Source: an optimization exercise on an open RTL-to-GDS flow (aim: small area). Production flows keep margins and buffers that such runs may drop.
In this exercise RTL edits were held to simulation tests only and were not proved equivalent to the original.
Power and IR drop assume default switching activity. No driver is modelled on the clock port, so clocking that relies on it looks cheaper here than on a real chip.

<file path="flow/design.v">
module router_fifo(clk,resetn,read_enb,write_enb,hdr_load,data_in,data_out,full,empty,soft_reset);
input clk,resetn,read_enb,write_enb,hdr_load;
input [7:0]data_in;
output reg [7:0]data_out;
output full,empty;
output soft_reset;
reg [7:0]mem[15:0];
reg [4:0]last;
reg cnt_zero;      
reg [5:0]cnt;      
reg hdr;           
reg [4:0]timer;    
integer i;
assign empty = last[4];
assign full  = (last == 5'd15);
wire rd = read_enb && !empty;
wire wr = write_enb && !full;
wire [7:0] m1[7:0], m2[3:0], m3[1:0];
genvar g;
generate
	for(g=0;g<8;g=g+1) begin : l1
		assign m1[g] = last[0] ? mem[2*g+1] : mem[2*g];
	end
	for(g=0;g<4;g=g+1) begin : l2
		assign m2[g] = last[1] ? m1[2*g+1] : m1[2*g];
	end
	for(g=0;g<2;g=g+1) begin : l3
		assign m3[g] = last[2] ? m2[2*g+1] : m2[2*g];
	end
endgenerate
wire [7:0] head = last[3] ? m3[1] : m3[0];
assign soft_reset = (timer == 5'b10000);
always@(posedge clk)
	if(!resetn || empty || read_enb)
		timer <= 5'b00000;
	else if(soft_reset)
		timer <= 5'b00001;
	else
		timer <= {timer[3:0], ~(timer[4] ^ timer[2])};
always@(posedge clk)
	if(wr) begin
		mem[0] <= data_in;
		for(i=1;i<16;i=i+1)
			mem[i] <= mem[i-1];
	end
always@(posedge clk)
	if(!resetn || soft_reset) begin
		last <= 5'h1f;
		cnt_zero <= 1'b1;
		data_out <= 8'd0;
	end else begin
		if(wr && !rd)
			last <= last + 5'd1;
		else if(rd && !wr)
			last <= last - 5'd1;
		if(rd)
			cnt_zero <= !hdr && (cnt_zero || cnt == 6'd0);
		if(cnt_zero && data_out != 8'd0)
			data_out <= 8'd0;
		else if(rd)
			data_out <= head;
	end
always@(posedge clk)
	if(rd)
		cnt <= hdr ? head[7:2] : cnt - 6'd1;
always@(posedge clk)
	if(!resetn)
		hdr <= 1'b0;
	else if(hdr_load)
		hdr <= 1'b1;
	else if(soft_reset || rd)
		hdr <= 1'b0;
endmodule
module router_fsm(clk,resetn,pkt_valid,data_in,empty,full,soft_rst,write_en,hdr_load,busy,err,d_out);
input clk,resetn,pkt_valid;
input [7:0]data_in;
input [2:0]empty,full,soft_rst;
output [2:0]write_en;
output [2:0]hdr_load;
output busy;
output reg err;
output reg [7:0]d_out;
localparam Decode_address=3'b000,
		  Load_first_data=3'b011,
		  Load_data=3'b101,
		  Fifo_full_state=3'b100,
		  Load_after_full=3'b110,
		  Load_parity=3'b111,
		  Check_parity_error=3'b010,
		  Wait_till_empty=3'b001;
reg [2:0]state,next_state;
reg [1:0]addr;
reg [7:0]full_byte;      
reg [7:0]parity_diff;    
reg parity_done,low_pkt_valid;
wire da  = (state==Decode_address);
wire lfd = (state==Load_first_data);
wire ld  = (state==Load_data);
wire laf = (state==Load_after_full);
wire cpe = (state==Check_parity_error);
wire [2:0] din_dec = {data_in[1:0]==2'd2, data_in[1:0]==2'd1, data_in[1:0]==2'd0};
wire [2:0] addr_dec = {addr==2'd2, addr==2'd1, addr==2'd0};
wire fifo_full = |(full & addr_dec);
wire sr_hit = |(soft_rst & din_dec);
assign hdr_load = lfd ? addr_dec : 3'b000;
assign write_en = (ld || laf || state==Load_parity) ? addr_dec : 3'b000;
assign busy = !(da || ld);
always@(*) begin
	next_state = state;
	case(state)
	Decode_address:
		if(pkt_valid && |din_dec)
			next_state = |(empty & din_dec) ? Load_first_data : Wait_till_empty;
	Load_first_data: next_state = Load_data;
	Load_data:
		if(fifo_full) next_state = Fifo_full_state;
		else if(!pkt_valid) next_state = Load_parity;
	Fifo_full_state:
		if(!fifo_full) next_state = Load_after_full;
	Load_after_full:
		if(parity_done) next_state = Decode_address;
		else if(low_pkt_valid) next_state = Load_parity;
		else next_state = Load_data;
	Load_parity: next_state = Check_parity_error;
	Check_parity_error:
		next_state = fifo_full ? Fifo_full_state : Decode_address;
	Wait_till_empty:
		if(|(empty & addr_dec)) next_state = Load_first_data;
	endcase
end
always@(posedge clk)
	if(!resetn || sr_hit)
		state <= Decode_address;
	else
		state <= next_state;
always@(posedge clk)
	if(da)
		addr <= data_in[1:0];
always@(posedge clk)
	if(da || (ld && !fifo_full))
		d_out <= data_in;
	else if(laf)
		d_out <= full_byte;
always@(posedge clk)
	if(ld)
		full_byte <= data_in;
wire take_parity = (ld && !pkt_valid && !fifo_full) || (laf && low_pkt_valid && !parity_done);
always@(posedge clk)
	if(cpe && !pkt_valid)
		parity_diff <= 8'd0;
	else if(da)
		parity_diff <= data_in;
	else if((ld && pkt_valid) || take_parity)
		parity_diff <= parity_diff ^ data_in;
always@(posedge clk)
	if(!resetn)
		parity_done <= 1'b0;
	else if(take_parity)
		parity_done <= 1'b1;
	else if(da)
		parity_done <= 1'b0;
always@(posedge clk)
	if(!resetn || cpe)
		low_pkt_valid <= 1'b0;
	else if(!pkt_valid && ld)
		low_pkt_valid <= 1'b1;
always@(posedge clk)
	if(!resetn)
		err <= 1'b0;
	else
		err <= parity_done && (parity_diff != 8'd0);
endmodule
module router_top(
input clk,resetn,read_enb_0,read_enb_1,read_enb_2,pkt_valid,
input [7:0]data_in,
output valid_out_0,valid_out_1,valid_out_2,error,busy,
output [7:0]data_out_0,data_out_1,data_out_2
);
wire [2:0] empty, full, soft_rst, write_en;
wire [7:0] data;
wire [2:0] hdr_load;
router_fsm fsm1(.clk(clk), .resetn(resetn), .pkt_valid(pkt_valid), .data_in(data_in),
  .empty(empty), .full(full), .soft_rst(soft_rst), .write_en(write_en),
  .hdr_load(hdr_load), .busy(busy), .err(error), .d_out(data));
router_fifo fifo1(.clk(clk), .resetn(resetn), .read_enb(read_enb_0), .write_enb(write_en[0]),
  .hdr_load(hdr_load[0]), .data_in(data), .data_out(data_out_0),
  .full(full[0]), .empty(empty[0]), .soft_reset(soft_rst[0]));
router_fifo fifo2(.clk(clk), .resetn(resetn), .read_enb(read_enb_1), .write_enb(write_en[1]),
  .hdr_load(hdr_load[1]), .data_in(data), .data_out(data_out_1),
  .full(full[1]), .empty(empty[1]), .soft_reset(soft_rst[1]));
router_fifo fifo3(.clk(clk), .resetn(resetn), .read_enb(read_enb_2), .write_enb(write_en[2]),
  .hdr_load(hdr_load[2]), .data_in(data), .data_out(data_out_2),
  .full(full[2]), .empty(empty[2]), .soft_reset(soft_rst[2]));
assign valid_out_0 = ~empty[0];
assign valid_out_1 = ~empty[1];
assign valid_out_2 = ~empty[2];
endmodule
</file>
<file path="flow/flow/run.sh">
#!/bin/bash
# The standard ORFS layout with these changes:
#  - synthesis maps logic with an area-oriented ABC script (flow/area.abc);
#  - the port buffers are the smallest buffer, buf_1;
#  - floorplan removes synthesis buffers instead of repairing timing on
#    wire-load estimates;
#  - clock tree synthesis clusters up to 32 sinks and inserts no dummy loads.
set -euo pipefail
HERE=$(pwd)
export OWN_ABC_SCRIPT="$HERE/flow/area.abc"
export BUFFER_PORTS_ARGS="-buffer_cell sky130_fd_sc_hd__buf_1"
export REMOVE_ABC_BUFFERS=1
export CTS_ARGS="-sink_clustering_enable -repair_clock_nets -sink_clustering_size 32 -sink_clustering_max_diameter 100 -buf_list sky130_fd_sc_hd__clkbuf_16 -dont_use_dummy_load"
cat flow/synth_head.tcl synth_recipe.tcl > own_synth.tcl
sed "s|SYNTH_SCRIPT=[^ ]*|SYNTH_SCRIPT=$HERE/own_synth.tcl|" standard.sh > own_standard.sh
grep -q "SYNTH_SCRIPT=$HERE/own_synth.tcl" own_standard.sh
bash own_standard.sh > standard.log 2>&1
</file>
<file path="flow/flow/area.abc">
strash
dch -f
amap -m -F 4 -A 8
</file>
<file path="flow/flow/synth_head.tcl">
# Prepended to synth_recipe.tcl: the technology mapping uses flow/area.abc
# (area-oriented mapping) in place of ORFS's speed script. Nothing else in
# the synthesis changes.
proc abc {args} {
  set i [lsearch -exact $args -script]
  if { $i >= 0 } { lset args [expr {$i + 1}] $::env(OWN_ABC_SCRIPT) }
  yosys abc {*}$args
}
</file>
<file path="flow/standard.sh">
#!/bin/bash
# synth_recipe.tcl (not shown) runs the flow's synth.tcl, then flattens the netlist and writes it again
# the make line also repeats each setting of config.mk as NAME=value (left out here)
make -C /OpenROAD-flow-scripts/flow DESIGN_CONFIG=/design/flow/config.mk WORK_HOME=/design/flow/orfs CLKGATE_MAP_FILE= SYNTH_SCRIPT=/design/flow/synth_recipe.tcl "${@:-finish}"
</file>
<file path="flow/config.mk">
export PLATFORM = sky130hd
export DESIGN_NAME = router_top
export DESIGN_NICKNAME = router_top
export VERILOG_FILES = /design/flow/design.v
export SDC_FILE = /design/flow/constraint.sdc
export NUM_CORES = 4
export LEC_CHECK = 0
export CAP_MARGIN = 10
export CORE_MARGIN = 2
export CORE_UTILIZATION = 60
export CTS_BUF_LIST = sky130_fd_sc_hd__clkbuf_16
export CTS_CLUSTER_DIAMETER = 100
export CTS_CLUSTER_SIZE = 32
export SLEW_MARGIN = 10
</file>
<file path="flow/constraint.sdc">
create_clock -name core_clock -period 5.0 [get_ports {clk}]
set_input_delay 1.0000 -clock core_clock [delete_from_list [all_inputs] [get_ports {clk}]]
set_output_delay 1.0000 -clock core_clock [all_outputs]
set_load 0.01 [all_outputs]
</file>
==> results.toml, run 1 <==
[cells_and_area]
diodes = 0
finalNetCount = 1361
final_cell_mix = "sky130_fd_sc_hd__edfxtp_1 (420), sky130_fd_sc_hd__o221ai_1 (116), sky130_fd_sc_hd__a21oi_1 (92), sky130_fd_sc_hd__o21ai_0 (87), sky130_fd_sc_hd__dfxtp_1 (71)"
layout.cells.most_common = "sky130_fd_sc_hd__edfxtp_1"
post_route_cells_drive_above_1_share = 0.0416
flow.area_growth_from_synthesis_pct = 7.29
stdcell_count = 1724
layout.cell_area.non_filler_sq_um = 20300

[detailed_routing]
via_count = 11568
drt_iter0_markers = 1149
drt_drc_violations_left = 0
dr_wl_met2_um = 16900
drt_first_pass_iters = 5
wirelength_met1_um = 18400
route.detailed.wl_per_inst_um = 22.2
routed-wl-met3_um = 2320
drt-vias-per-instance = 6.71
route.antenna.remaining_nets = 0
top_layer_used = "met5"
total_routed_wirelength_um = 38400

[yosys]
yosys_most_used_dff = "sky130_fd_sc_hd__edfxtp_1"
yosysWarningCount = 3
yosysTopAreaCellShare = 0.666
async_reset_ff_frac = 0
synth.distinct_cells = 41
synth_enable_flop_cells = 420
synth_area_sq_um = 18900
post_synth_inst_count = 1232
synthDominantAreaCellType = "sky130_fd_sc_hd__edfxtp_1"
synth-seq-area-share = 0.745
netlist_top_cells_area = "sky130_fd_sc_hd__edfxtp_1 (67%), sky130_fd_sc_hd__dfxtp_1 (7.8%), sky130_fd_sc_hd__o221ai_1 (5.4%)"
postSynthAreaPerCell_sq_um = 15.4
ys_seq_elements = 494

[clocking]
ctsHoldBuffers = 0
clkLatencyLatePin_ns = 0.55
clk_pin_slew_worst_paths_ns = 0.12
numClockSinks = 494
cts_max_level = 1
post_cts_buffers = 0
cts_max_path_buffers = 3
cts.root.buffer_cell = "sky130_fd_sc_hd__clkbuf_16"
tritoncts = "built"
post_cts.resized_instances = 0
cts_buffers = 19

[run]
cap_violations = 0

[floorplanning]
placementRows = 65
i_o_pins = 43
chipWidth_um = 182
starting_density_of_the_core = 0.604
placeable_core_region_sq_um = 31300
die_h_um = 182
fp.dieArea_sq_um = 33000

[setup_path]
timing.critical_path.to_type = "flop"
path_delay_family = "simple AND/OR/NAND/NOR gates"
critPathMostFrequentCell = "sky130_fd_sc_hd__clkinv_1"
slowest_stage = "sky130_fd_sc_hd__dfxtp_1"
critical_path.max_stage_delay_ns = 0.79
path_class = "flop to flop"
cp.required_ns = 5.22
cp_max_fo = 17
worstPathArrival_ns = 3.83
critPathLaunchType = "flop"
worstPathCellList = "clkinv_1, nor3_1, a222oi_1, a21oi_1, clkinv_1, or2_0"
worst-path-buf-inv = 2

[timing]
tightestPinTransition_ns = 1.15
final_max_slew_viol_count = 0
hold_ws_ns = 0.416
maxSlewHeadroom = 0.236
timing.clock.skew_ns = 0.0576
rsz0062_at_grt = "false"
timing.final.ws_setup_ns = 1.38
finalCritPeriodShare = 0.723
achievable-frequency_ghz = 0.277
number_of_setup_violations_in_the_final_report = 0
count_of_endpoints_failing_hold_in_the_final_timing_report = 0
layout_min_cycle_time_ns = 3.62

[global_routing]
first_global_vias = 10921
wire_length_of_the_first_global_routing_pass_um = 61400
overflow = 0
grt_util_all_layers = 0.233
number_of_antenna_violations_at_the_first_check_in_global_routing = 1
grt_start_max_net_pins = 91

[pwr]
cellPowerDensity_nw_per_um2 = 363
max-vdd-ir-drop_mv = 0.327
fin_total_pwr_mw = 7.38
cellLeakagePower_nw = 6.15

[place]
placement.io_buffers = 42
gpl.final_weighted_congestion = 0.784
detailedPlacementHpwl_um = 23000
placed_cell_area_sq_um = 19800
dpl.cell_count = 1705
placement.setup.worst_slack_ns = 1.47

[run_status]
status = "no timing/DRC/antenna violations"

[hold_path]
hold_class = "flop to flop"
routing by layer:
metal	vias up	global-route usage
li1	5380	-
met2	380	0.343
met3	44	0.0317
met4	2	0.0488
met5	-	0
met1	5762	0.376
power breakdown:
part	switching [mW]	total [mW]	internal [mW]
Combinational	0.462	0.709	0.247
Sequential	0.175	4.84	4.67
Clock	1.13	1.83	0.692
Total	1.77	7.38	5.60
registers in the layout, summed over array words and instances, names as in the netlist, 2 cells and up:
signal	count
fsm1.parity_diff	8
fifo1.timer	5
fsm1.full_byte	8
fifo2.data_out	8
fifo1.data_out	8
fifo3.cnt	6
fifo3.last	5
fifo2.last	5
fsm1.state	3
fifo1.mem	128
fifo3.data_out	8
fsm1.d_out	8
fifo2.timer	5
fifo1.cnt	6
fifo2.cnt	6
fifo1.last	5
fsm1.addr	2
fifo3.mem	128
fifo2.mem	128
fifo3.timer	5
cell type report:
type / count / area, sq um
Tap cell: 402 / 503
Inverter: 64 / 240
Multi-Input combinational cell: 674 / 4610
Timing Repair Buffer: 71 / 375
Fill cell: 2284 / 11000
Sequential cell: 494 / 14100
Clock buffer: 19 / 475
worst paths after layout:
path	startpoint	end	slack, ns	cells past startpoint
max	fifo1.last[1]	fsm1.d_out[1]	1.38	6
min	fifo2.timer[0]	fifo2.timer[1]	0.42	1
max reg2reg	fifo1.last[1]	fsm1.d_out[1]	1.38	6
min reg2reg	fifo2.timer[0]	fifo2.timer[1]	0.42	1
Yosys cell counts, types with 2 or more instances:
cell type,n
sky130_fd_sc_hd__nor2_1,59
sky130_fd_sc_hd__nor2b_1,6
sky130_fd_sc_hd__nor3_1,20
sky130_fd_sc_hd__a21o_1,2
sky130_fd_sc_hd__fa_1,3
sky130_fd_sc_hd__a31oi_1,26
sky130_fd_sc_hd__a21oi_1,92
sky130_fd_sc_hd__a221oi_1,48
sky130_fd_sc_hd__dfxtp_1,74
sky130_fd_sc_hd__o211ai_1,3
sky130_fd_sc_hd__a211oi_1,2
sky130_fd_sc_hd__o22ai_1,26
sky130_fd_sc_hd__o221ai_1,116
sky130_fd_sc_hd__nand2_1,30
sky130_fd_sc_hd__o32a_1,3
sky130_fd_sc_hd__o22a_1,15
sky130_fd_sc_hd__clkinv_1,64
sky130_fd_sc_hd__o21a_1,4
sky130_fd_sc_hd__o31ai_1,3
sky130_fd_sc_hd__ha_1,20
sky130_fd_sc_hd__edfxtp_1,420
sky130_fd_sc_hd__nor4_1,8
sky130_fd_sc_hd__a32oi_1,2
sky130_fd_sc_hd__xnor2_1,3
sky130_fd_sc_hd__o32ai_1,9
sky130_fd_sc_hd__a22oi_1,36
sky130_fd_sc_hd__o221a_1,23
sky130_fd_sc_hd__nand3_1,12
sky130_fd_sc_hd__or4_1,4
sky130_fd_sc_hd__or2_0,2
sky130_fd_sc_hd__o21ai_0,87
through the flow:
stage,setup TNS [ns],util
6_report,0,0.648
5_1_grt,0,0.648
4_1_cts,0,0.648
3_5_place_dp,0,0.633
3_3_place_gp,0,0.633
2_1_floorplan,-2519.86,-
logic make-up after synthesis:
kind of cell	Yosys count	share of synthesized area
AOI/OAI and AO/OA	503	0.191
xor gates and xnor gates	3	0.00139
adders and majority gates	23	0.0164
buffers and inverters	64	0.0127
DFF	494	0.745
and+or+nand+nor	145	0.0343
==> run 2: changes to the inputs <==
--- a/flow/config.mk
+++ b/flow/config.mk
@@ -11,4 +11,6 @@
 export CTS_BUF_LIST = sky130_fd_sc_hd__clkbuf_16
 export CTS_CLUSTER_DIAMETER = 100
 export CTS_CLUSTER_SIZE = 32
+export GPL_ROUTABILITY_DRIVEN = 0
+export GPL_TIMING_DRIVEN = 0
 export SLEW_MARGIN = 10
==> run 2 against run 1 <==
Global-route usage is 0.31 points higher; routed wire length is 1.1% higher; area after synthesis stayed put; combinational power hardly changed; final area is 1.5% higher; die area stayed put; setup slack worse by 0.97 ns; non-clock buffer count is 17 higher; flip-flop and latch count stayed put; cell count is 0.99% higher.
==> results.toml, run 2 <==
[clocking]
clk_pin_slew_worst_paths_ns = 0.12
cts_max_path_buffers = 3
numClockSinks = 494
cts_buffers = 19
ctsHoldBuffers = 0
tritoncts = "built"
post_cts.resized_instances = 0
post_cts_buffers = 0
cts.root.buffer_cell = "sky130_fd_sc_hd__clkbuf_16"
clkLatencyLatePin_ns = 0.55
cts_max_level = 1

[timing]
finalCritPeriodShare = 0.918
fin_setup_tns_ns = 0
rsz0062_at_grt = "false"
tightestPinTransition_ns = 1.27
maxSlewHeadroom = 0.148
count_of_endpoints_failing_hold_in_the_final_timing_report = 0
number_of_setup_violations_in_the_final_report = 0
final_max_slew_viol_count = 0
achievable-frequency_ghz = 0.218
timing.clock.skew_ns = 0.0504
layout_min_cycle_time_ns = 4.59

[yosys]
async_reset_ff_frac = 0
yosys_most_used_dff = "sky130_fd_sc_hd__edfxtp_1"
synth-seq-area-share = 0.745
synth_most_common_cell = "sky130_fd_sc_hd__edfxtp_1"
postSynthAreaPerCell_sq_um = 15.4
synthDominantAreaCellType = "sky130_fd_sc_hd__edfxtp_1"
yosysTopAreaCellShare = 0.666
post_synth_most_frequent_cells = "sky130_fd_sc_hd__edfxtp_1 (420), sky130_fd_sc_hd__o221ai_1 (116), sky130_fd_sc_hd__a21oi_1 (92)"
synth_enable_flop_cells = 420
synth.distinct_cells = 41
yosysWarningCount = 3
synth_area_sq_um = 18900
netlist_top_cells_area = "sky130_fd_sc_hd__edfxtp_1 (67%), sky130_fd_sc_hd__dfxtp_1 (7.8%), sky130_fd_sc_hd__o221ai_1 (5.4%)"
post_synth_inst_count = 1232
ys_seq_elements = 494

[global_routing]
grt.met1_usage = 0.384
wire_length_of_the_first_global_routing_pass_um = 62100
grt_start_max_net_pins = 56
grt_util_all_layers = 0.236
globalRouteMet3Util = 0.0277
first_global_vias = 11065
overflow = 0
globalRoute.busiestLayer = "met1"
met2_usage = 0.351
number_of_antenna_violations_at_the_first_check_in_global_routing = 0

[setup_path]
worstPathArrival_ns = 4.98
critPathLaunchType = "flop"
cp.required_ns = 5.39
timing.critical_path.to_type = "flop"
path_class = "flop to flop"
timing.reg2reg.setup_slack_ns = 0.41
cp_max_fo = 18

[floorplanning]
placementRows = 65
placeable_core_region_sq_um = 31300
starting_density_of_the_core = 0.604
i_o_pins = 43
fp.dieArea_sq_um = 33000
chipWidth_um = 182
die_h_um = 182

[hold_path]
hold_class = "flop to flop"

[pwr]
max-vdd-ir-drop_mv = 0.399
cellPowerDensity_nw_per_um2 = 359
cellLeakagePower_nw = 6.32

[cells_and_area]
stdcell_count = 1741
diodes = 0
layout.cell_area.non_filler_sq_um = 20600
post_route_cells_drive_above_1_share = 0.0605
finalNetCount = 1378
flow.area_growth_from_synthesis_pct = 8.94
final_cell_mix = "sky130_fd_sc_hd__edfxtp_1 (420), sky130_fd_sc_hd__o221ai_1 (116), sky130_fd_sc_hd__a21oi_1 (92), sky130_fd_sc_hd__o21ai_0 (87), sky130_fd_sc_hd__dfxtp_1 (68)"
largest_registers = "fifo1.mem: 128 flops, fifo2.mem: 128 flops, fifo3.mem: 128 flops"
layout.cells.most_common = "sky130_fd_sc_hd__edfxtp_1"

[place]
placed_cell_area_sq_um = 20100
dpl.cell_count = 1722
placement.io_buffers = 42
detailedPlacementHpwl_um = 24300

[run]
cap_violations = 0

[detailed_routing]
drt-vias-per-instance = 6.69
drt_iter0_markers = 1110
drt_first_pass_iters = 8
route.detailed.wl_per_inst_um = 22.3
via_count = 11643
drt_drc_violations_left = 0
total_routed_wirelength_um = 38800
route.antenna.remaining_nets = 0

[run_status]
status = "no timing/DRC/antenna violations"
==> run 2: changes by cell type in the layout (fill, tap and decap cells not counted), sizes merged <==
| cell | change |
|---|---|
| buf | +17 |
==> run 2: path summary, 6_finish.rpt <==
path,startpoint,to,depth (start not counted)
hold / removal,fifo2.timer[3],fifo2.timer[4],1
setup / recovery,fifo1.last[1],fifo1.last[3],14
hold reg to reg,fifo2.timer[3],fifo2.timer[4],1
setup reg to reg,fifo1.last[1],fifo1.last[3],14
==> run 2: routing by layer <==
layer	wire [um]	up-vias	share of wire
met2	17300	343	0.45
met4	605	0	0.016
met5	0	-	0
met3	1980	36	0.051
met1	18900	5842	0.49
li1	-	5422	-
==> run 2: area by class of cell <==
type	count	area (sq um)
Fill cell	2262	10700
Timing Repair Buffer	88	671
Inverter	64	245
Multi-Input combinational cell	674	4620
Sequential cell	494	14100
Tap cell	402	503
Clock buffer	19	475
==> run 2: cell families after synthesis <==
family | count (synthesis) | share of synthesized area
DFF | 494 | 0.745
buffers and inverters | 64 | 0.0127
adders and majority gates | 23 | 0.0164
AOI/OAI and AO/OA | 503 | 0.191
xor gates and xnor gates | 3 | 0.00139
and+or+nand+nor | 145 | 0.0343
==> run 2: metrics by stage <==
step                utilization  power, mW  setup slack, ns  hold WS (ns)
global placement          0.626       5.64           -12.56         0.409
CTS                       0.658       7.45            0.334         0.414
floorplan                     -       5.37            -7.89         0.403
finish                    0.659       7.40            0.410         0.408
global route              0.659       7.69           0.0762         0.433
detailed placement        0.643       5.65            0.424         0.416
==> run 2: power by group <==
part | switching (mW) | leakage (nW) | total (mW) | internal (mW)
clock network | 1.14 | 0.234 | 1.83 | 0.693
logic | 0.451 | 1.70 | 0.707 | 0.256
registers | 0.196 | 4.38 | 4.86 | 4.66
total | 1.79 | 6.32 | 7.40 | 5.61
==> run 2: worst max-delay path, cell delays in order, from the launching register on <==
cell and delay [ns]:
sky130_fd_sc_hd__dfxtp_1 0.84, sky130_fd_sc_hd__clkinv_1 0.78, sky130_fd_sc_hd__nor3_1 0.72, sky130_fd_sc_hd__nor3_2 0.17, sky130_fd_sc_hd__buf_4 0.23, sky130_fd_sc_hd__buf_4 0.21
sky130_fd_sc_hd__buf_6 0.16, sky130_fd_sc_hd__ha_1 0.23, sky130_fd_sc_hd__clkinv_1 0.12, sky130_fd_sc_hd__ha_1 0.27, sky130_fd_sc_hd__a21o_1 0.18, sky130_fd_sc_hd__a31oi_1 0.18
sky130_fd_sc_hd__nor2_1 0.06, sky130_fd_sc_hd__a21oi_1 0.16, sky130_fd_sc_hd__o221ai_1 0.12
==> run 3: changes to the inputs <==
==> flow/config.mk (replaced) <==
export PLATFORM = sky130hd
export DESIGN_NAME = router_top
export DESIGN_NICKNAME = router_top
export VERILOG_FILES = /design/flow/design.v
export SDC_FILE = /design/flow/constraint.sdc
export NUM_CORES = 4
export LEC_CHECK = 0
export CAP_MARGIN = 0
export CORE_MARGIN = 2
export CORE_UTILIZATION = 70
export CTS_BUF_LIST = sky130_fd_sc_hd__clkbuf_16
export CTS_CLUSTER_DIAMETER = 100
export CTS_CLUSTER_SIZE = 32
export SLEW_MARGIN = 0
==> run 3 against run 2 <==
Clock-buffer cell count unchanged; flip-flop and latch count unchanged; clock power about the same; hold slack better by 0.012 ns; area after synthesis unchanged; cell count down 4.8%; final area down 2.1%; global-route usage up 3.0 points; utilization up 9.6 points; register-to-register slack better by 0.85 ns.
==> results.toml, run 3 <==
[hold_path]
hold_class = "flop to flop"
hold_start = "fifo2.timer[0]"

[place]
detailedPlacementHpwl_um = 23200
placement.setup.worst_slack_ns = 1.30
gpl.final_weighted_congestion = 0.833
placed_cell_area_sq_um = 19700
placement.io_buffers = 42
dpl.cell_count = 1638

[yosys]
yosys_most_used_dff = "sky130_fd_sc_hd__edfxtp_1"
yosysTopAreaCellShare = 0.666
synth_most_common_cell = "sky130_fd_sc_hd__edfxtp_1"
postSynthAreaPerCell_sq_um = 15.4
synth.distinct_cells = 41
synthDominantAreaCellType = "sky130_fd_sc_hd__edfxtp_1"
synth_area_sq_um = 18900
yosysWarningCount = 3
post_synth_inst_count = 1232
post_synth_most_frequent_cells = "sky130_fd_sc_hd__edfxtp_1 (420), sky130_fd_sc_hd__o221ai_1 (116), sky130_fd_sc_hd__a21oi_1 (92)"
synth-seq-area-share = 0.745
synth_enable_flop_cells = 420
netlist_top_cells_area = "sky130_fd_sc_hd__edfxtp_1 (67%), sky130_fd_sc_hd__dfxtp_1 (7.8%), sky130_fd_sc_hd__o221ai_1 (5.4%)"
async_reset_ff_frac = 0
ys_seq_elements = 494

[clocking]
cts_buffers = 19
clkLatencyLatePin_ns = 0.55
post_cts.resized_instances = 0
cts_max_path_buffers = 3
numClockSinks = 494
ctsHoldBuffers = 0
post_cts_buffers = 0
clk_pin_slew_worst_paths_ns = 0.12
cts.root.buffer_cell = "sky130_fd_sc_hd__clkbuf_16"
cts_max_level = 1
tritoncts = "built"

[detailed_routing]
route.antenna.remaining_nets = 0
route.detailed.wl_per_inst_um = 22.7
drt-vias-per-instance = 7.02
total_routed_wirelength_um = 37600
drt_drc_violations_left = 0
drt_iter0_markers = 1495
drt_first_pass_iters = 5
via_count = 11625

[global_routing]
first_global_vias = 11038
number_of_antenna_violations_at_the_first_check_in_global_routing = 0
wire_length_of_the_first_global_routing_pass_um = 60200
grt_start_max_net_pins = 98
grt_util_all_layers = 0.266
overflow = 0

[setup_path]
crit_start = "fifo1.last[0]"
timing.critical_path.to_type = "flop"
worstPathArrival_ns = 4.12
timing.rr.start = "fifo1.last[0]"
cp.required_ns = 5.39
path_class = "flop to flop"
cp_max_fo = 57
critPathLaunchType = "flop"

[timing]
timing.clock.skew_ns = 0.0485
tightestPinTransition_ns = 1.18
layout_min_cycle_time_ns = 3.74
rsz0062_at_grt = "false"
finalCritPeriodShare = 0.747
number_of_setup_violations_in_the_final_report = 0
final_max_slew_viol_count = 0
count_of_endpoints_failing_hold_in_the_final_timing_report = 0
achievable-frequency_ghz = 0.268
maxSlewHeadroom = 0.211
timing.final.ws_setup_ns = 1.26

[cells_and_area]
stdcell_count = 1657
post_route_cells_drive_above_1_share = 0.0365
largest_registers = "fifo1.mem: 128 flops, fifo2.mem: 128 flops, fifo3.mem: 128 flops"
diodes = 0
flow.area_growth_from_synthesis_pct = 6.61
layout.cell_area.non_filler_sq_um = 20200
finalNetCount = 1355
layout.cells.most_common = "sky130_fd_sc_hd__edfxtp_1"
final_cell_mix = "sky130_fd_sc_hd__edfxtp_1 (420), sky130_fd_sc_hd__o221ai_1 (116), sky130_fd_sc_hd__a21oi_1 (92), sky130_fd_sc_hd__o21ai_0 (87), sky130_fd_sc_hd__dfxtp_1 (71)"

[run_status]
status = "no timing/DRC/antenna violations"

[floorplanning]
die_h_um = 168
chipWidth_um = 168
placeable_core_region_sq_um = 26700
i_o_pins = 43
fp.dieArea_sq_um = 28400
starting_density_of_the_core = 0.708
placementRows = 60

[run]
cap_violations = 0

[pwr]
fin_total_pwr_mw = 7.35
cellPowerDensity_nw_per_um2 = 364
cellLeakagePower_nw = 6.12
max-vdd-ir-drop_mv = 0.411
[run 3: cell counts after synthesis]
Identical to the previous run, type by type.
[run 3: area by class of cell]
type / count / area (sq um)
Timing Repair Buffer: 65 / 330
Clock buffer: 19 / 475
Inverter: 64 / 240
Fill cell: 1651 / 6550
Tap cell: 341 / 427
Multi-Input combinational cell: 674 / 4610
Sequential cell: 494 / 14100
[run 3: power by group]
part	switching (mW)	internal [mW]
sequential	0.175	4.67
combinational	0.455	0.238
clock	1.12	0.692
[run 3: metal layers]
layer  share of wire  up-vias  wire length (um)  track usage
met3           0.064       51              2400       0.0263
met4           0.021        0               801       0.0592
met1            0.45     5756             17000        0.423
met2            0.46      441             17300        0.411
met5               0        -                 0            0
li1                -     5377                 -            -
[run 3: cells by family after synthesis]
kind of cell	share of synthesized area
xor+xnor	0.00139
flops	0.745
fa+ha+maj	0.0164
compound gates	0.191
simple gates	0.0343
buf+inv	0.0127
[run 3: path summary, 6_finish.rpt]
kind / slack (ns) / to / depth (start not counted)
setup / recovery: 1.26 / fsm1.parity_diff[7] / 9
hold / removal: 0.42 / fifo2.timer[1] / 1
setup reg to reg: 1.26 / fsm1.parity_diff[7] / 9
hold reg to reg: 0.42 / fifo2.timer[1] / 1
[run 3: through the flow]
| step | utilization | hold WS [ns] | setup TNS [ns] |
|---|---|---|---|
| floorplan | - | 0.403 | -2519.86 |
| global placement | 0.737 | 0.408 | 0 |
| detailed placement | 0.737 | 0.419 | 0 |
| CTS | 0.755 | 0.421 | 0 |
| global route | 0.755 | 0.433 | 0 |
| finish | 0.755 | 0.420 | 0 |
[run 3: worst max-delay path, cell delays in order (launching register included)]
cell,delay (ns)
sky130_fd_sc_hd__dfxtp_2,0.33
sky130_fd_sc_hd__buf_4,0.49
sky130_fd_sc_hd__clkinv_1,0.18
sky130_fd_sc_hd__nor3_1,0.51
sky130_fd_sc_hd__a222oi_1,0.33
sky130_fd_sc_hd__nand2_1,0.12
sky130_fd_sc_hd__nand2_1,0.08
sky130_fd_sc_hd__nor3_1,0.74
sky130_fd_sc_hd__clkinv_1,0.46
sky130_fd_sc_hd__o221a_1,0.33
==> run 4: changes to the inputs <==
==> flow/flow/run.sh (replaced) <==
#!/bin/bash
# The standard ORFS layout with three changes:
#  - synthesis maps logic with an area-oriented ABC script (flow/area.abc);
#  - the port buffers are the smallest buffer, buf_1;
#  - floorplan removes synthesis buffers instead of repairing timing on
#    wire-load estimates;
#  - clock tree synthesis clusters up to 32 sinks and inserts no dummy loads.
set -euo pipefail
HERE=$(pwd)
export OWN_ABC_SCRIPT="$HERE/flow/area.abc"
export BUFFER_PORTS_ARGS="-buffer_cell sky130_fd_sc_hd__buf_1"
export REMOVE_ABC_BUFFERS=1
export CTS_ARGS="-sink_clustering_enable -repair_clock_nets -sink_clustering_size 20 -sink_clustering_max_diameter 60 -buf_list sky130_fd_sc_hd__clkbuf_8 -dont_use_dummy_load"
cat flow/synth_head.tcl synth_recipe.tcl > own_synth.tcl
sed "s|SYNTH_SCRIPT=[^ ]*|SYNTH_SCRIPT=$HERE/own_synth.tcl|" standard.sh > own_standard.sh
grep -q "SYNTH_SCRIPT=$HERE/own_synth.tcl" own_standard.sh
bash own_standard.sh > standard.log 2>&1
==> flow/config.mk (replaced) <==
export PLATFORM = sky130hd
export DESIGN_NAME = router_top
export DESIGN_NICKNAME = router_top
export VERILOG_FILES = /design/flow/design.v
export SDC_FILE = /design/flow/constraint.sdc
export NUM_CORES = 4
export LEC_CHECK = 0
export CAP_MARGIN = 10
export CORE_MARGIN = 2
export CORE_UTILIZATION = 60
export CTS_BUF_LIST = sky130_fd_sc_hd__clkbuf_16
export CTS_CLUSTER_DIAMETER = 100
export CTS_CLUSTER_SIZE = 32
export SLEW_MARGIN = 10
==> run 4 against run 3 <==
Fmax is 2.8% higher; clock-buffer cell count is 17 higher; total power is 0.45% higher; via count is 0.42% higher; clock power hardly changed; combinational power is 3% higher; critical path depth is 3 lower.
==> results.toml, run 4 <==
[place]
detailedPlacementHpwl_um = 23000
placement.io_buffers = 42
gpl.final_weighted_congestion = 0.784
dpl.cell_count = 1705
placed_cell_area_sq_um = 19800

[yosys]
postSynthAreaPerCell_sq_um = 15.4
post_synth_most_frequent_cells = "sky130_fd_sc_hd__edfxtp_1 (420), sky130_fd_sc_hd__o221ai_1 (116), sky130_fd_sc_hd__a21oi_1 (92)"
yosys_most_used_dff = "sky130_fd_sc_hd__edfxtp_1"
post_synth_inst_count = 1232
yosysTopAreaCellShare = 0.666
synth.distinct_cells = 41
synth_area_sq_um = 18900
synth_most_common_cell = "sky130_fd_sc_hd__edfxtp_1"
netlist_top_cells_area = "sky130_fd_sc_hd__edfxtp_1 (67%), sky130_fd_sc_hd__dfxtp_1 (7.8%), sky130_fd_sc_hd__o221ai_1 (5.4%)"
synth-seq-area-share = 0.745
synth_enable_flop_cells = 420
async_reset_ff_frac = 0
ys_seq_elements = 494
yosysWarningCount = 3
synthDominantAreaCellType = "sky130_fd_sc_hd__edfxtp_1"

[cells_and_area]
multi_input_gate_area_sq_um = 4610
flow.area_growth_from_synthesis_pct = 7.39
final.fill_count = 2284
diodes = 0
sequential_cell_area_sq_um = 14100
layout.cells.most_common = "sky130_fd_sc_hd__edfxtp_1"
finalNetCount = 1378
post_route_cells_drive_above_1_share = 0.0538
postLayoutCoreUtil = 0.649
layout.cell_area.non_filler_sq_um = 20300
largest_registers = "fifo1.mem: 128 flops, fifo2.mem: 128 flops, fifo3.mem: 128 flops"
final_cell_mix = "sky130_fd_sc_hd__edfxtp_1 (420), sky130_fd_sc_hd__o221ai_1 (116), sky130_fd_sc_hd__a21oi_1 (92), sky130_fd_sc_hd__o21ai_0 (87), sky130_fd_sc_hd__dfxtp_1 (71)"
stdcell_count = 1741

[setup_path]
worstPathArrival_ns = 3.83
cp_max_fo = 17
critPathLaunchType = "flop"
critical_path.max_stage_delay_ns = 0.78
worstPathCellList = "clkinv_1, nor3_1, a222oi_1, a21oi_1, clkinv_1, or2_0"
cp.required_ns = 5.19
r2r_cells = 6
critPathMostFrequentCell = "sky130_fd_sc_hd__clkinv_1"
slowest_stage = "sky130_fd_sc_hd__dfxtp_1"
timing.critical_path.to_type = "flop"
path_class = "flop to flop"

[floorplanning]
placeable_core_region_sq_um = 31300
placementRows = 65
fp.dieArea_sq_um = 33000
die_h_um = 182
i_o_pins = 43
starting_density_of_the_core = 0.604
chipWidth_um = 182

[timing]
number_of_setup_violations_in_the_final_report = 0
count_of_endpoints_failing_hold_in_the_final_timing_report = 0
timing.clock.skew_ns = 0.0587
achievable-frequency_ghz = 0.275
layout_min_cycle_time_ns = 3.64
finalCritPeriodShare = 0.727
rsz0062_at_grt = "false"
hold_ws_ns = 0.419
final_max_slew_viol_count = 0
tightestPinTransition_ns = 1.17
maxSlewHeadroom = 0.221

[global_routing]
wire_length_of_the_first_global_routing_pass_um = 62100
first_global_vias = 11213
grt_start_max_net_pins = 91
overflow = 0
number_of_antenna_violations_at_the_first_check_in_global_routing = 1
grt_util_all_layers = 0.237

[pwr]
cellLeakagePower_nw = 6.17
max-vdd-ir-drop_mv = 0.388
cellPowerDensity_nw_per_um2 = 363

[clocking]
tritoncts = "built"
cts.root.buffer_cell = "sky130_fd_sc_hd__clkbuf_8"
numClockSinks = 494
ctsHoldBuffers = 0
clkLatencyLatePin_ns = 0.57
post_cts_buffers = 0
cts_max_level = 2
post_cts.resized_instances = 0
cts_buffers = 36
cts_max_path_buffers = 3
clk_pin_slew_worst_paths_ns = 0.12

[detailed_routing]
drt_first_pass_iters = 5
drt-vias-per-instance = 6.71
via_count = 11674
drt_drc_violations_left = 0
route.antenna.remaining_nets = 0
route.detailed.wl_per_inst_um = 22.4
drt_iter0_markers = 1190
total_routed_wirelength_um = 39000

[hold_path]
worstHoldPathCells = 0
hold_class = "flop to flop"

[run_status]
status = "no timing/DRC/antenna violations"

[run]
cap_violations = 0
## run 4: cell counts after synthesis
No cell type changed its count.
## run 4: path summary, 6_finish.rpt
kind	start	end	slack, ns
worst max-delay path	fifo1.last[1]	fsm1.d_out[4]	1.36
worst min-delay path	fifo2.mem[14][6]	fifo2.mem[15][6]	0.42
worst max register to register	fifo1.last[1]	fsm1.d_out[4]	1.36
worst min register to register	fifo2.mem[14][6]	fifo2.mem[15][6]	0.42
## run 4: kinds of logic (layout without fill, tap and decap cells)
kind of cell             after synthesis  in the layout  share of synthesized area
flip-flops                           494            494                      0.745
AO/OA/AOI/OAI                        503            503                      0.191
AND/OR/NAND/NOR                      145            145                     0.0343
XOR/XNOR                               3              3                    0.00139
buffers and inverters                 64            171                     0.0127
adder cells (fa/ha/maj)               23             23                     0.0164
## run 4: per-layer routing
metal  share of wire  GRT usage
met1            0.48      0.378
met2            0.44      0.343
met3           0.058     0.0365
met4           0.021     0.0611
met5         0.00026          0
## run 4: where the power goes
part | internal, mW | switching (mW)
Clock | 0.651 | 1.17
Sequential | 4.67 | 0.178
Combinational | 0.247 | 0.465
## run 4: layout make-up
class | instances | area share
flip-flops and latches | 494 | 0.694
clock buffers | 36 | 0.0244
inverters | 64 | 0.0118
repair buffers | 71 | 0.0185
well taps | 402 | 0.0247
multi-input cells | 674 | 0.227
## run 4: stage by stage
step | total power [mW] | TNS [ns] | worst slack [ns]
after floorplan | 5.37 | -2519.86 | -7.89
after global placement | 5.62 | 0 | 1.51
after detailed placement | 5.64 | 0 | 1.47
after CTS | 7.44 | 0 | 1.37
after global routing | 7.67 | 0 | 1.05
final | 7.38 | 0 | 1.36
## run 4: critical path, delay by kind of cell, from the launching register on
kind,cells,cell delay (ns)
buffers and inverters,2,0.64
flip-flops,1,0.78
AND/OR/NAND/NOR,2,1.01
AO/OA/AOI/OAI,2,0.83
==> run 5: changes to the inputs <==
--- a/flow/flow/run.sh
+++ b/flow/flow/run.sh
@@ -10,7 +10,7 @@
 export OWN_ABC_SCRIPT="$HERE/flow/area.abc"
 export BUFFER_PORTS_ARGS="-buffer_cell sky130_fd_sc_hd__buf_1"
 export REMOVE_ABC_BUFFERS=1
-export CTS_ARGS="-sink_clustering_enable -repair_clock_nets -sink_clustering_size 20 -sink_clustering_max_diameter 60 -buf_list sky130_fd_sc_hd__clkbuf_8 -dont_use_dummy_load"
+export CTS_ARGS="-sink_clustering_enable -repair_clock_nets -sink_clustering_size 40 -sink_clustering_max_diameter 60 -buf_list sky130_fd_sc_hd__clkbuf_16 -dont_use_dummy_load"
 cat flow/synth_head.tcl synth_recipe.tcl > own_synth.tcl
 sed "s|SYNTH_SCRIPT=[^ ]*|SYNTH_SCRIPT=$HERE/own_synth.tcl|" standard.sh > own_standard.sh
 grep -q "SYNTH_SCRIPT=$HERE/own_synth.tcl" own_standard.sh
==> run 5 against run 4 <==
Register-to-register slack hardly changed; still clean; critical endpoint is now fsm1.d_out[5]; final area is 2.0% higher; area after synthesis stayed put; critical path depth stayed put; sequential share of layout area is 1.4 points lower.
==> results.toml, run 5 <==
[clocking]
tritoncts = "built"
post_cts.resized_instances = 0
clk_pin_slew_worst_paths_ns = 0.10
clkLatencyLatePin_ns = 0.54
numClockSinks = 494
cts_buffers = 36
post_cts_buffers = 0
ctsHoldBuffers = 0
cts.root.buffer_cell = "sky130_fd_sc_hd__clkbuf_16"
cts_max_path_buffers = 3
cts_max_level = 2

[place]
placement.io_buffers = 42
detailedPlacementHpwl_um = 23000
dpl.cell_count = 1705
gpl.final_weighted_congestion = 0.784

[setup_path]
worstPathCellList = "clkinv_1, nor3_1, a222oi_1, a21oi_1, clkinv_1, or2_0"
cp.required_ns = 5.18
worstPathArrival_ns = 3.82
cp_max_fo = 17
r2r_cells = 6
critPathMostFrequentCell = "sky130_fd_sc_hd__clkinv_1"
critical_path.max_stage_delay_ns = 0.77
critPathLaunchType = "flop"
slowest_stage = "sky130_fd_sc_hd__dfxtp_1"
path_class = "flop to flop"
timing.critical_path.to_type = "flop"

[yosys]
yosys_most_used_dff = "sky130_fd_sc_hd__edfxtp_1"
post_synth_inst_count = 1232
synth.distinct_cells = 41
synth-seq-area-share = 0.745
synth_area_sq_um = 18900
ys_seq_elements = 494
async_reset_ff_frac = 0
netlist_top_cells_area = "sky130_fd_sc_hd__edfxtp_1 (67%), sky130_fd_sc_hd__dfxtp_1 (7.8%), sky130_fd_sc_hd__o221ai_1 (5.4%)"
synth_enable_flop_cells = 420
postSynthAreaPerCell_sq_um = 15.4
synth_most_common_cell = "sky130_fd_sc_hd__edfxtp_1"
yosysWarningCount = 3
yosysTopAreaCellShare = 0.666
post_synth_most_frequent_cells = "sky130_fd_sc_hd__edfxtp_1 (420), sky130_fd_sc_hd__o221ai_1 (116), sky130_fd_sc_hd__a21oi_1 (92)"
synthDominantAreaCellType = "sky130_fd_sc_hd__edfxtp_1"

[floorplanning]
chipWidth_um = 182
i_o_pins = 43
placementRows = 65
placeable_core_region_sq_um = 31300
fp.dieArea_sq_um = 33000
die_h_um = 182
starting_density_of_the_core = 0.604

[global_routing]
number_of_antenna_violations_at_the_first_check_in_global_routing = 1
grt_start_max_net_pins = 91
overflow = 0
wire_length_of_the_first_global_routing_pass_um = 62100
grt_util_all_layers = 0.237
first_global_vias = 11154

[cells_and_area]
post_route_cells_drive_above_1_share = 0.0538
layout.cells.most_common = "sky130_fd_sc_hd__edfxtp_1"
largest_registers = "fifo1.mem: 128 flops, fifo2.mem: 128 flops, fifo3.mem: 128 flops"
finalNetCount = 1378
flow.area_growth_from_synthesis_pct = 9.53
diodes = 0
stdcell_count = 1741
final_cell_mix = "sky130_fd_sc_hd__edfxtp_1 (420), sky130_fd_sc_hd__o221ai_1 (116), sky130_fd_sc_hd__a21oi_1 (92), sky130_fd_sc_hd__o21ai_0 (87), sky130_fd_sc_hd__dfxtp_1 (71)"

[timing]
tightestPinTransition_ns = 1.14
layout_min_cycle_time_ns = 3.64
fin_setup_tns_ns = 0
final_max_slew_viol_count = 0
timing.clock.skew_ns = 0.0481
number_of_setup_violations_in_the_final_report = 0
count_of_endpoints_failing_hold_in_the_final_timing_report = 0
achievable-frequency_ghz = 0.275
finalCritPeriodShare = 0.728
rsz0062_at_grt = "false"
maxSlewHeadroom = 0.238

[pwr]
cellLeakagePower_nw = 6.36
fin_total_pwr_mw = 8.09
cellPowerDensity_nw_per_um2 = 390
max-vdd-ir-drop_mv = 0.324

[detailed_routing]
total_routed_wirelength_um = 38900
drt_iter0_markers = 1281
drt-vias-per-instance = 6.70
drt_drc_violations_left = 0
via_count = 11664
drt_first_pass_iters = 5
route.detailed.wl_per_inst_um = 22.4
route.antenna.remaining_nets = 0

[run]
cap_violations = 0

[run_status]
status = "no timing/DRC/antenna violations"

[hold_path]
worstHoldPathCells = 0
hold_class = "flop to flop"
## run 5: changes by cell type in the layout (fill, tap and decap cells not counted)
cell                        delta
sky130_fd_sc_hd__clkbuf_16    +36
sky130_fd_sc_hd__clkbuf_8     -36
## run 5: report_power, final
group,switching (mW),internal (mW)
clock,1.26,1.28
sequential,0.177,4.67
combinational,0.463,0.247
total,1.90,6.19
## run 5: layout make-up
cell class	count	area, sq um
Clock buffer	36	901
Fill cell	2252	10600
Inverter	64	240
Multi-Input combinational cell	674	4610
Sequential cell	494	14100
Tap cell	402	503
Timing Repair Buffer	71	375
## run 5: critical path, delay by kind of cell (launching register included)
kind / cells / cell delay (ns)
AOI/OAI and AO/OA: 2 / 0.85
buffers and inverters: 2 / 0.63
DFF: 1 / 0.77
and+or+nand+nor: 2 / 1.05
## run 5: final timing paths
check / from / to / slack [ns]
worst min-delay path: fifo2.mem[0][7] / fifo2.mem[1][7] / 0.41
worst min register to register: fifo2.mem[0][7] / fifo2.mem[1][7] / 0.41
worst max register to register: fifo1.last[1] / fsm1.d_out[5] / 1.36
worst max-delay path: fifo1.last[1] / fsm1.d_out[5] / 1.36
## run 5: through the flow
stage                     area, sq um  hold slack, ns  setup WS, ns   util
after global routing            20700           0.424          1.08  0.662
after floorplan                 18900           0.403         -7.89      -
final                           20700           0.410          1.36  0.662
after detailed placement        19800           0.413          1.47  0.633
after global placement          19800           0.407          1.51  0.633
after CTS                       20700           0.409          1.42  0.662
## run 5: logic make-up after synthesis
family                   count (synthesis)  share of synthesized area
AO/OA/AOI/OAI                          503                      0.191
XOR/XNOR                                 3                    0.00139
adder cells (fa/ha/maj)                 23                     0.0164
buffers and inverters                   64                     0.0127
flip-flops                             494                      0.745
AND/OR/NAND/NOR                        145                     0.0343
## run 5: per-layer routing
metal	part of all wire	routed length, um	track usage
met1	0.48	18600	0.381
met5	0.00026	10	0
met4	0.021	814	0.0641
met2	0.44	17100	0.342
met3	0.060	2330	0.0355

-- what the ideal ports hide --
In the flow no input, the clock included, has a driving cell. The finished layouts below were timed again as built, in two steps.
Step 1 sets driving cells, clkbuf_16 on the clock port and buf_2 on the other inputs (assumed; they add their load-dependent delay and slew).
Step 2 moves the port delays by t, midway between the first and last clock arrival at a register: inputs arrive t later, outputs are due t later. That takes back most of the time a late clock gives input paths.
a / b / c = ideal ports / drivers / drivers and shift; a / b = the first two.
run | t, ns | setup WS [ns] | hold slack, ns | clock arrival spread, ns | pins driven straight from the clock port
run 1 | 0.573 | 1.384 / 1.384 / 1.384 | 0.416 / 0.416 / 0.416 | 0.059 / 0.059 | 1
run 2 | 0.576 | 0.410 / 0.410 / 0.410 | 0.408 / 0.408 / 0.408 | 0.050 / 0.051 | 1
run 3 | 0.571 | 1.263 / 1.263 / 1.263 | 0.420 / 0.420 / 0.420 | 0.049 / 0.048 | 1
run 4 | 0.593 | 1.364 / 1.364 / 1.364 | 0.419 / 0.419 / 0.419 | 0.059 / 0.059 | 1
run 5 | 0.574 | 1.361 / 1.361 / 1.361 | 0.410 / 0.410 / 0.410 | 0.049 / 0.048 | 1
After both steps setup and hold are still met in every run listed.
